From an optimization exercise on the open Yosys and OpenROAD flow, aimed at small area, a short achievable clock period and few clock cycles per item; shortcuts taken in it are not production practice.
No functional check of the RTL was part of any run shown here.
No activity file was given, so power comes from the tool's default toggle rates.

==> flow/design.v (outline; a module is shown in full before it is edited, if it fits) <==
// module FP16_MAC_pipeline: 1050 lines
module FP16_MAC_pipeline(
    input [15:0]data_k,
    input [15:0]data_x,
    input [15:0]data_b,
    input rst,
    input input_valid,
    input clk,
    input [1:0]opcode,
    output reg [15:0]data_o,
    output reg output_up,
    output reg [1:0]opcode_o
    );
  // ...
==> flow/run.sh <==
#!/bin/bash
# synth_recipe.tcl (not shown) runs the flow's synth.tcl, then flattens the netlist and writes it again
# the make line also repeats each setting of config.mk as NAME=value (left out here)
make -C /OpenROAD-flow-scripts/flow DESIGN_CONFIG=/design/flow/config.mk WORK_HOME=/design/flow/orfs CLKGATE_MAP_FILE= SYNTH_SCRIPT=/design/flow/synth_recipe.tcl finish
==> flow/config.mk <==
export PLATFORM = sky130hd
export DESIGN_NAME = FP16_MAC_pipeline
export DESIGN_NICKNAME = FP16_MAC_pipeline
export VERILOG_FILES = /design/flow/design.v
export SDC_FILE = /design/flow/constraint.sdc
export NUM_CORES = 4
export LEC_CHECK = 0
export CAP_MARGIN = 20
export CORE_MARGIN = 2
export CORE_UTILIZATION = 60
export SETUP_SLACK_MARGIN = 3.0
export SLEW_MARGIN = 20
==> flow/constraint.sdc <==
create_clock -name core_clock -period 6.0 [get_ports {clk}]
set_input_delay 1.2000 -clock core_clock [delete_from_list [all_inputs] [get_ports {clk}]]
set_output_delay 1.2000 -clock core_clock [all_outputs]
set_load 0.01 [all_outputs]
==> out/metrics.yaml, run 1 <==
cts_tree: "yes"
hold_start: "sp_r2"
whs_ns: 0.320
status: "complete, no violations"
worst_path_largest_cell_delay_ns: 0.54
dp_slack_ns: 2.56
tns_ns: 0
grt_setup_unrepaired: "true"
layout-drive-gt1-share_pct: 9.65
maxPowerGroup: "combinational logic"
synth.lib_cells_used.distinct: 82
netlist_top_cells_count: "dfxtp_1 (423), nand2_1 (260), a21oi_1 (170)"
dp_cells: 2637
critPathKind: "flop to flop"
largest_registers: "a_r5 x34, a_r6 x34, lo_r4 x32"
startpoint: "nbn3_r2"
ir_drop_mv: 0.370
multi_input_area_share_pct: 48.8
required_ns: 6.44
syn_nets: 2447
p_seq_uw: 4590
r2r_start: "nbn3_r2"
grt.overflow.total: 0
slew_violations: 0
bufAreaShareNonClock_pct: 4.91
synth_area_leaders: "dfxtp_1 (41%), ha_1 (5.9%), mux2i_1 (5.2%), nand2_1 (4.7%), fa_1 (4.6%)"
seq_cells: 423
stdcell_count: 2738
path_common_cell: "fa_1"
vias_per_cell: 5.76
clkbuf_count: 63
netlist_instances: 2250
wl_per_cell_um: 17.8
multiInputGateArea_um2: 11600
hold_violations: 0
largest_cell_class: "multi-input gates"
total_leakage_power_uw: 0.00997
start_kind: "flop"
p_seq_share_pct: 31.2
==> run 2, diff against run 1 <==
--- a/flow/config.mk
+++ b/flow/config.mk
@@ -7,6 +7,5 @@
 export LEC_CHECK = 0
 export CAP_MARGIN = 20
 export CORE_MARGIN = 2
-export CORE_UTILIZATION = 60
-export SETUP_SLACK_MARGIN = 3.0
+export CORE_UTILIZATION = 40
 export SLEW_MARGIN = 20
==> run 2 against run 1 <==
Net effect:
- sequential power fell by 2%
- register-to-register slack got worse by 0.54 ns
- area after synthesis did not move
- combinational power fell by 11%
- routed wire length rose by 2.2%
- count of clock-buffer cells in the layout rose by 1
- core utilization fell by 25 points
- clock skew rose by 0.0060 ns
- sequential cell count did not move
- maximum frequency fell by 14%
- design area fell by 1.5%
- critical path type unchanged
- largest cell class unchanged
- largest power group unchanged
==> out/metrics.yaml, run 2 <==
first_iter_violations: 961
port_buffers: 71
period_needed_ns: 3.77
synth_flop_cell: "dfxtp_1"
met3_length_um: 2160
routed_wl_um: 49700
std_cell_rows: 83
synth_top_area_share_pct: 41.0
syn_area_um2: 20700
finClkSkew_ns: 0.0240
clockBufferDepth: 3
r2r_start: "nbn3_r2"
grt_usage_pct: 18.5
synth_edf_count: 0
numClockSinks: 423
clkPwrFrac_pct: 20.9
p_seq_share_pct: 32.5  # +1.3 points
cts_buffers: 47
end_kind: "flop"
via_count: 15500
power.share.switching_pct: 40.3
ys_ff_latch: 423
fmax_mhz: 265
initial_core_util_pct: 40.4
h-tree-depth: 2
postCtsSetupBuffers: 0
final_cell_mix: "dfxtp_1 (419), nand2_1 (260), a21oi_1 (169)"
wl_per_cell_um: 16.8  # -5.3%
gp_congestion: 0.888
regArea_um2: 8470
start_kind: "flop"
grt_antenna_before_repair: 0
ys_seq_area_share_pct: 41.0
die_w_um: 231
switchingPower_uw: 5590
grt_pass1_vias: 14900
reg2reg_slack_ns: 2.23
synth.most_common_cell: "dfxtp_1"
cp-endpoint: "p_r3[19]"
cts_tree: "yes"
r2r_cells: 12
synth_area_leaders: "dfxtp_1 (41%), ha_1 (5.9%), mux2i_1 (5.2%), nand2_1 (4.7%), fa_1 (4.6%)"
drc: 0
met1_length_um: 21700
grt.overflow.total: 0  # unchanged
largest_registers: "a_r5 x34, a_r6 x34, lo_r4 x32"
grt_pass1_wl_um: 79800
postCtsHoldBufs: 0
yosysTopAreaCell: "dfxtp_1"
synthArstFlopShare_pct: 0
syn_nets: 2447  # unchanged
tightestPinTransition_ns: 1.05
synth.lib_cells_used.distinct: 82  # unchanged
setup_viol: 0
tns_ns: 0  # unchanged
ant_nets: 0
path_max_fanout: 5
required_ns: 6.51  # +0.07 ns
die_h_um: 231
rr_endpoint: "p_r3[19]"
syn_avg_cell_area_um2: 9.18
slew_violations: 0  # unchanged
cts_resized: 0
netlist_instances: 2250  # unchanged
powerDensity_nw_per_um2: 594
netlist_top_cells_count: "dfxtp_1 (423), nand2_1 (260), a21oi_1 (170)"
layout-drive-gt1-share_pct: 6.68  # -3.0 points
grt_setup_unrepaired: "false"
multiInputGateArea_um2: 11200  # -3.4%
die_area_um2: 53500
dr.max_layer_used: "met4"
clock_latency_ns: 0.58
nets: 2436
vias_per_cell: 5.26  # -8.6%
hold_violations: 0  # unchanged
clk_pin_slew_ns: 0.06
area_growth_pct: 13.2
firstDrtPassIters: 5
critPathKind: "flop to flop"
fin_crit_sh_pct: 62.9
status: "complete, no violations"
p_comb_share_pct: 46.7
startpoint: "nbn3_r2"
met2_length_um: 24400
grt_max_degree: 67
coreArea_um2: 51200
num_io_pins: 72
internal-power_uw: 8290
total_leakage_power_uw: 0.00981  # -1.6%
ir_drop_mv: 0.244  # -34%
hp-class: "flop to flop"
nFillCells: 4843
place_hpwl_um: 37400
cts-root-buf: "clkbuf_16"
drv_cap: 0
diodes: 0
final_util_pct: 45.7
max-slew-margin-rel_pct: 29.8
final_common_cell: "dfxtp_1"
synth_warnings: 1
arrival_ns: 4.28
-- run 2: critical path, stage by stage, from the launching register on --
cell	delay (ns)
dfxtp_1	0.31
fa_1	0.53
inv_1	0.05
fa_1	0.47
inv_1	0.04
ha_1	0.35
a2111oi_0	0.50
a221oi_1	0.26
a31oi_1	0.37
o21ai_0	0.26
a21o_1	0.23
a21oi_1	0.20
xnor2_1	0.14
-- run 2: layout make-up --
class / instances / area share, %
clock inverters: 20 / 0.974
clock buffers: 64 / 5.82
flip-flops and latches: 423 / 36.2
repair buffers: 92 / 3.71
inverters: 111 / 1.78
well taps: 680 / 3.64
multi-input cells: 1564 / 47.8
-- run 2: metrics by stage --
step	cells	power, uW	hold WS, ns	worst slack, ns	cell area [um2]
3_5_place_dp	2870	11000	0.312	2.24	21800
5_1_grt	2954	14900	0.321	1.94	23400
4_1_cts	2954	14000	0.321	2.22	23400
6_report	2954	13900	0.322	2.23	23400
3_3_place_gp	2870	10900	0.310	2.22	21800
2_1_floorplan	2250	9310	0.310	2.64	20700
-- run 2: cell families (layout without fill, tap and decap cells) --
family,Yosys count,in the layout,share of synthesized area (%)
adder cells (fa/ha/maj),174,174,11.9
multiplexers,133,133,7.42
flip-flops,423,423,41.0
AO/OA/AOI/OAI,502,502,15.3
buffers and inverters,263,287,4.89
XOR/XNOR,127,127,5.38
AND/OR/NAND/NOR,628,628,14.1
-- run 2: worst min-delay path by stage --
| stage | to | start | depth (start not counted) |
|---|---|---|---|
| 2_1_floorplan | a_r6[0] | a_r5[0] | 0 |
| 3_3_place_gp | mb_r2[8] | mb_r1[8] | 0 |
| 3_5_place_dp | mb_r2[4] | mb_r1[4] | 0 |
| 4_1_cts | sub_r2 | sub_r1 | 0 |
| 5_1_grt | sub_r2 | sub_r1 | 0 |
| 6_report | mb_r3[2] | mb_r2[2] | 0 |
-- run 2: routing by layer --
layer / vias up / GRT usage [%]
met3: 86 / 3.04
li1: 7771 / -
met1: 7351 / 23.2
met2: 333 / 32.3
met5: - / 0
met4: 0 / 6.33
-- run 2: power by group through the flow --
stage / Sequential, uW / Clock (uW) / Combinational [uW]
6_report: 4510 / 2900 / 6480
5_1_grt: 4610 / 3110 / 7210
4_1_cts: 4520 / 2990 / 6470
3_5_place_dp: 4580 / 0 / 6440
3_3_place_gp: 4560 / 0 / 6380
2_1_floorplan: 4180 / 0 / 5130

re-timing with driven ports:
No port has a modelled driver above. Below, the same layouts with a new extraction and two added sets of constraints.
Step 1 sets driving cells, clkbuf_16 on the clock port and buf_2 on the other inputs (assumed; they add their load-dependent delay and slew).
Step 2 also shifts input and output timing later by t, the mid clock arrival at the registers, as if the neighbouring blocks saw the same clock.
Three values: no drivers, after step 1, after step 2; two values: the first two.
run | t, ns | setup WS [ns] | latest minus earliest clock arrival (ns)
run 1 | 0.613 | 2.763 / 2.763 / 2.763 | 0.019 / 0.019
run 2 | 0.628 | 2.228 / 2.228 / 2.228 | 0.026 / 0.026
After both steps setup and hold are still met in every run listed.
